This design comes from an exercise in tuning for small area and a short achievable clock period on the open sky130 flow, not from production work. Where RTL was checked, it was by simulation tests only, not by an equivalence proof against the original.

==> build 5: inputs <==
==> flow/design.v <==
`timescale 1 ns / 1 ps
module sort (
  input  wire clk,
  input  wire [15:0] in1, in2, in3, in4, in5,
  output reg  [15:0] out1, out2, out3, out4, out5
  );
  reg [15:0] dat1, dat2, dat3, dat4, dat5;
  always @(posedge clk) begin
    dat1 <= in1;
    dat2 <= in2;
    dat3 <= in3;
    dat4 <= in4;
    dat5 <= in5;
  end
  function gt16;
    input [15:0] a, b;
    reg [15:0] g, p;
    integer s, i;
    begin
      g = a & ~b;
      p = a | ~b;
      for (s = 1; s < 16; s = s * 2)
        for (i = 0; i < 16; i = i + 2 * s) begin
          g[i + 2*s - 1] = g[i + 2*s - 1] | (p[i + 2*s - 1] & g[i + s - 1]);
          p[i + 2*s - 1] = g[i + 2*s - 1] | (p[i + 2*s - 1] & p[i + s - 1]);
        end
      gt16 = g[15];
    end
  endfunction
  wire g12 = gt16(dat1, dat2);
  wire g13 = gt16(dat1, dat3);
  wire g14 = gt16(dat1, dat4);
  wire g15 = gt16(dat1, dat5);
  wire g23 = gt16(dat2, dat3);
  wire g24 = gt16(dat2, dat4);
  wire g25 = gt16(dat2, dat5);
  wire g34 = gt16(dat3, dat4);
  wire g35 = gt16(dat3, dat5);
  wire g45 = gt16(dat4, dat5);
  wire [3:0] b1 = {g15, g14, g13, g12};         
  wire [3:0] b2 = {g25, g24, g23, ~g12};
  wire [3:0] b3 = {g35, g34, ~g23, ~g13};
  wire [3:0] b4 = {g45, ~g34, ~g24, ~g14};
  wire [3:0] b5 = {~g45, ~g35, ~g25, ~g15};
  function [4:0] onehot_rank;
    input [3:0] b;
    reg [2:0] n;
    begin
      n = b[0] + b[1] + b[2] + b[3];
      onehot_rank = 5'b1 << n;
    end
  endfunction
  wire [4:0] r1 = onehot_rank(b1);
  wire [4:0] r2 = onehot_rank(b2);
  wire [4:0] r3 = onehot_rank(b3);
  wire [4:0] r4 = onehot_rank(b4);
  wire [4:0] r5 = onehot_rank(b5);
  function [15:0] pick;
    input k1, k2, k3, k4, k5;
    input [15:0] a1, a2, a3, a4, a5;
    begin
      pick = ({16{k1}} & a1) | ({16{k2}} & a2) | ({16{k3}} & a3)
           | ({16{k4}} & a4) | ({16{k5}} & a5);
    end
  endfunction
  always @(posedge clk) begin
    out1 <= pick(r1[0], r2[0], r3[0], r4[0], r5[0], dat1, dat2, dat3, dat4, dat5);
    out2 <= pick(r1[1], r2[1], r3[1], r4[1], r5[1], dat1, dat2, dat3, dat4, dat5);
    out3 <= pick(r1[2], r2[2], r3[2], r4[2], r5[2], dat1, dat2, dat3, dat4, dat5);
    out4 <= pick(r1[3], r2[3], r3[3], r4[3], r5[3], dat1, dat2, dat3, dat4, dat5);
    out5 <= pick(r1[4], r2[4], r3[4], r4[4], r5[4], dat1, dat2, dat3, dat4, dat5);
  end
endmodule
==> flow/run.sh <==
#!/bin/bash
# synth_recipe.tcl (not shown) runs the flow's synth.tcl, then flattens the netlist and writes it again
# the make line also repeats each setting of config.mk as NAME=value (left out here)
make -C /OpenROAD-flow-scripts/flow DESIGN_CONFIG=/design/flow/config.mk WORK_HOME=/design/flow/orfs CLKGATE_MAP_FILE= SYNTH_SCRIPT=/design/flow/synth_recipe.tcl finish
==> flow/config.mk <==
export PLATFORM = sky130hd
export DESIGN_NAME = sort
export DESIGN_NICKNAME = sort
export VERILOG_FILES = /design/flow/design.v
export SDC_FILE = /design/flow/constraint.sdc
export NUM_CORES = 4
export LEC_CHECK = 0
export ABC_AREA = 1
export CAP_MARGIN = 20
export CORE_MARGIN = 2
export CORE_UTILIZATION = 40
export SLEW_MARGIN = 20
==> flow/constraint.sdc <==
create_clock -name core_clock -period 12.0 [get_ports {clk}]
set_input_delay 2.4000 -clock core_clock [delete_from_list [all_inputs] [get_ports {clk}]]
set_output_delay 2.4000 -clock core_clock [all_outputs]
set_load 0.01 [all_outputs]
==> build 16 (differences from build 5) <==
--- a/flow/design.v
+++ b/flow/design.v
@@ -46,6 +46,8 @@
     input [3:0] b;
-    reg [2:0] n;
     begin
-      n = b[0] + b[1] + b[2] + b[3];
-      onehot_rank = 5'b1 << n;
+      onehot_rank[0] = ~(b[0] | b[1] | b[2] | b[3]);
+      onehot_rank[4] = b[0] & b[1] & b[2] & b[3];
+      onehot_rank[1] = (b[0] ^ b[1] ^ b[2] ^ b[3]) & ~((b[0] & b[1]) | (b[2] & b[3]) | ((b[0] | b[1]) & (b[2] | b[3]))) ;
+      onehot_rank[3] = (b[0] ^ b[1] ^ b[2] ^ b[3]) & ~((~b[0] & ~b[1]) | (~b[2] & ~b[3]) | ((~b[0] | ~b[1]) & (~b[2] | ~b[3])));
+      onehot_rank[2] = ~(b[0] ^ b[1] ^ b[2] ^ b[3]) & ~onehot_rank[0] & ~onehot_rank[4];
     end
==> flow/flow/run.sh (new file) <==
#!/bin/bash
# Own layout flow: the standard ORFS flow (standard.sh), with
#  - the smallest buffer on each input and output port instead of the one
#    buffer_ports picks by itself (a delay buffer),
#  - timing repair aimed below the 12 ns clock (SETUP_SLACK_MARGIN), so the
#    layout's achieved period shrinks,
#  - the extra settings below.
# The full output of the run goes to flow_standard.log; ORFS keeps each step's
# log under orfs/logs/.
set -euo pipefail
EXTRA=()
while read -r line; do
  [[ -z "$line" || "$line" == \#* ]] && continue
  EXTRA+=("$line")
done < flow/extra.vars
bash standard.sh "${EXTRA[@]}" finish > flow_standard.log 2>&1
==> flow/flow/extra.vars (new file) <==
# one make variable per line
BUFFER_PORTS_ARGS=-buffer_cell sky130_fd_sc_hd__buf_1
SETUP_SLACK_MARGIN=8.5
==> flow/standard.sh (new file) <==
#!/bin/bash
# synth_recipe.tcl (not shown) runs the flow's synth.tcl, then flattens the netlist and writes it again
# the make line also repeats each setting of config.mk as NAME=value (left out here)
make -C /OpenROAD-flow-scripts/flow DESIGN_CONFIG=/design/flow/config.mk WORK_HOME=/design/flow/orfs CLKGATE_MAP_FILE= SYNTH_SCRIPT=/design/flow/synth_recipe.tcl "${@:-finish}"
--- a/flow/config.mk
+++ b/flow/config.mk
@@ -7,3 +7,2 @@
 export LEC_CHECK = 0
-export ABC_AREA = 1
 export CAP_MARGIN = 20
removed: flow/run.sh
==> trial 81 (differences from build 5) <==
==> flow/design.v, changed modules only <==
module sort (
  input  wire clk,
  input  wire [15:0] in1, in2, in3, in4, in5,
  output reg  [15:0] out1, out2, out3, out4, out5
  );
  reg [15:0] dat1, dat2, dat3, dat4, dat5;
  always @(posedge clk)
  begin
      dat1 <= in1;
      dat2 <= in2;
      dat3 <= in3;
      dat4 <= in4;
      dat5 <= in5;
  end
    integer i, j;
    reg [15:0] temp;
    reg [15:0] array [1:5];
    always @*
    begin
  array[1] = dat1;
  array[2] = dat2;
  array[3] = dat3;
  array[4] = dat4;
  array[5] = dat5;
      for (i = 1; i <= 5; i = i + 1) begin
    if (i%2 != 0) begin
      for (j = 0 ; j < 2; j = j + 1) begin
        if (array[2*j+1] > array[2*j + 2])
              begin
                temp = array[2*j + 1];
                array[2*j + 1] = array[2*j + 2];
                array[2*j + 2] = temp;
      end end
    end
    else if (i%2 ==0) begin
      for (j = 1 ; j <= 2; j = j + 1) begin
        if (array[2*j] > array[2*j + 1])
              begin
                temp = array[2*j];
                array[2*j] = array[2*j + 1];
                array[2*j + 1] = temp;
      end end
    end
      end end
    always @(posedge clk)
    begin
      out1 <= array[1];
      out2 <= array[2];
      out3 <= array[3];
      out4 <= array[4];
      out5 <= array[5];
  end
  endmodule
--- a/flow/config.mk
+++ b/flow/config.mk
@@ -7,3 +7,2 @@
 export LEC_CHECK = 0
-export ABC_AREA = 1
 export CAP_MARGIN = 20
==> build 88 (differences from build 5) <==
--- a/flow/design.v
+++ b/flow/design.v
@@ -46,6 +46,14 @@
     input [3:0] b;
-    reg [2:0] n;
+    reg [3:0] n;
     begin
-      n = b[0] + b[1] + b[2] + b[3];
-      onehot_rank = 5'b1 << n;
+      n = ~b;
+      onehot_rank[0] = n[0] & n[1] & n[2] & n[3];
+      onehot_rank[1] = (b[0] & n[1] & n[2] & n[3]) | (n[0] & b[1] & n[2] & n[3])
+                     | (n[0] & n[1] & b[2] & n[3]) | (n[0] & n[1] & n[2] & b[3]);
+      onehot_rank[2] = (b[0] & b[1] & n[2] & n[3]) | (b[0] & n[1] & b[2] & n[3])
+                     | (b[0] & n[1] & n[2] & b[3]) | (n[0] & b[1] & b[2] & n[3])
+                     | (n[0] & b[1] & n[2] & b[3]) | (n[0] & n[1] & b[2] & b[3]);
+      onehot_rank[3] = (n[0] & b[1] & b[2] & b[3]) | (b[0] & n[1] & b[2] & b[3])
+                     | (b[0] & b[1] & n[2] & b[3]) | (b[0] & b[1] & b[2] & n[3]);
+      onehot_rank[4] = b[0] & b[1] & b[2] & b[3];
     end
==> flow/flow/run.sh (new file) <==
#!/bin/bash
# Own layout flow: the standard ORFS flow (standard.sh) with these changes.
#  - Synthesis is the standard flow's own synthesis script (synth_recipe.tcl, which sources
#    ORFS's synth.tcl) with one change: ABC maps the logic with flow/map.abc,
#    an area-oriented mapping with a moderate delay target, instead of ORFS's
#    speed script. Registers are mapped before ABC runs, so they are the ones
#    the standard synthesis makes.
#  - The smallest buffer on each input and output port instead of the delay
#    buffer that buffer_ports picks by itself.
#  - Timing repair aimed below the 12 ns clock (SETUP_SLACK_MARGIN), so the
#    layout's achieved period shrinks.
#  - The other make variables in flow/extra.vars.
# The output of the whole run goes to flow_standard.log; ORFS keeps each
# step's full log under orfs/logs/.
set -euo pipefail
WORK=$PWD
FLOWDIR=$WORK/flow

# synthesis script: ORFS's synth.tcl with the ABC script swapped
sed 's|^  log_cmd abc {\*}\$abc_args|  lset abc_args 1 '"$FLOWDIR"'/map.abc\n  log_cmd abc {*}$abc_args|' \
  "$FLOW_HOME/scripts/synth.tcl" > "$WORK/synth_own.tcl"
grep -q "lset abc_args 1" "$WORK/synth_own.tcl"
sed 's|source \$::env(SCRIPTS_DIR)/synth.tcl|source '"$WORK"'/synth_own.tcl|' \
  "$WORK/synth_recipe.tcl" > "$WORK/synth_recipe_own.tcl"
grep -q "synth_own.tcl" "$WORK/synth_recipe_own.tcl"

EXTRA=("SYNTH_SCRIPT=$WORK/synth_recipe_own.tcl")
while read -r line; do
  [[ -z "$line" || "$line" == \#* ]] && continue
  EXTRA+=("$line")
done < "$FLOWDIR/extra.vars"
bash standard.sh "${EXTRA[@]}" finish > flow_standard.log 2>&1
==> flow/flow/extra.vars (new file) <==
# one make variable per line
BUFFER_PORTS_ARGS=-buffer_cell sky130_fd_sc_hd__buf_1
SETUP_SLACK_MARGIN=8.6
==> flow/flow/map.abc (new file) <==
strash
 dch
 map -D 2000
 topo
 buffer -c -N 5
 upsize -c -D 2000
 dnsize -c -D 2000
 stime -c
==> flow/standard.sh (new file) <==
#!/bin/bash
# synth_recipe.tcl (not shown) runs the flow's synth.tcl, then flattens the netlist and writes it again
# the make line also repeats each setting of config.mk as NAME=value (left out here)
make -C /OpenROAD-flow-scripts/flow DESIGN_CONFIG=/design/flow/config.mk WORK_HOME=/design/flow/orfs CLKGATE_MAP_FILE= SYNTH_SCRIPT=/design/flow/synth_recipe.tcl "${@:-finish}"
--- a/flow/config.mk
+++ b/flow/config.mk
@@ -7,3 +7,2 @@
 export LEC_CHECK = 0
-export ABC_AREA = 1
 export CAP_MARGIN = 20
removed: flow/run.sh
==> results.json <==
{
  "postLayoutCellArea_um2": 14100,
  "rrSetupSlack_ps": 560,
  "cp_slowest_stage_delay_ps": 410,
  "muxShareOfSynthArea_pct": 16.6,
  "core_area_um2": 26900,
  "path_class": "register to register",
  "viasPerCell": 5.36,
  "critical_path.max_fanout": 49,
  "ys_warn_count": 2,
  "cts_resized": 2,
  "met2_usage_pct": 38.7,
  "startpoint": "dat4[13]",
  "outcome": "no timing/DRC/antenna violations",
  "clock_cell_area_share_pct": 4.36,
  "min_from": "dat5[10]",
  "final_cells": 1803,
  "finalWorstSetupSlack_ps": 559,
  "max_freq_mhz": 87.4
}
That was trial 81.
==> results.json <==
{
  "viasPerCell": 6.59,
  "startpoint": "dat1[7]",
  "cts_resized": 128,
  "clock_cell_area_share_pct": 5.07,
  "outcome": "no timing/DRC/antenna violations",
  "postLayoutCellArea_um2": 12200,
  "finalWorstSetupSlack_ps": 8530,
  "final_cells": 1574,
  "muxShareOfSynthArea_pct": 0.710,
  "max_freq_mhz": 288,
  "min_from": "dat1[0]"
}
That was build 16.
==> results.json <==
{
  "path_class": "register to register",
  "cts_resized": 0,
  "muxShareOfSynthArea_pct": 0,
  "outcome": "no timing/DRC/antenna violations",
  "rrSetupSlack_ps": 6350,
  "final_cells": 1642,
  "clock_cell_area_share_pct": 5.75,
  "cp_slowest_stage_delay_ps": 920,
  "viasPerCell": 6.18
}
That was build 5.
==> results.json <==
{
  "path_class": "register to output pin",
  "max_freq_mhz": 296,
  "postLayoutCellArea_um2": 9890,
  "rrSetupSlack_ps": 8720,
  "viasPerCell": 6.20,
  "core_area_um2": 21700,
  "finalWorstSetupSlack_ps": 8630,
  "outcome": "no timing/DRC/antenna violations",
  "final_cells": 1537
}
That was build 88.
Only the layout flow was run in build 5; the RTL was not checked for function there.

re-timing with driven ports:
The flow's constraints put no driver on any port. The routed layouts listed below were extracted and timed again, unchanged, in two steps.
Step 1 assumes that a clkbuf_16 drives the clock port and a buf_2 every other input.
Step 2 times the ports against the registers' clock, not the clock port: input delays grow and output delays shrink by t, the midpoint of the rising clock arrivals with the driver on.
a / b / c = ideal ports / drivers / drivers and shift; a / b = the first two.
run	shift t [ns]	setup slack, ns	worst setup path at the end	slew at the worst register clock pin (ns)
build 5	0.482	6.346 / 6.346 / 6.346	register to register	0.07 / 0.07
build 16	0.482	8.528 / 8.528 / 8.528	register to register	0.07 / 0.07
trial 81	0.486	0.559 / 0.559 / 0.559	register to register	0.07 / 0.07
build 88	0.477	8.627 / 8.586 / 8.724	register to register	0.07 / 0.07
After both steps setup and hold are still met in every run listed.
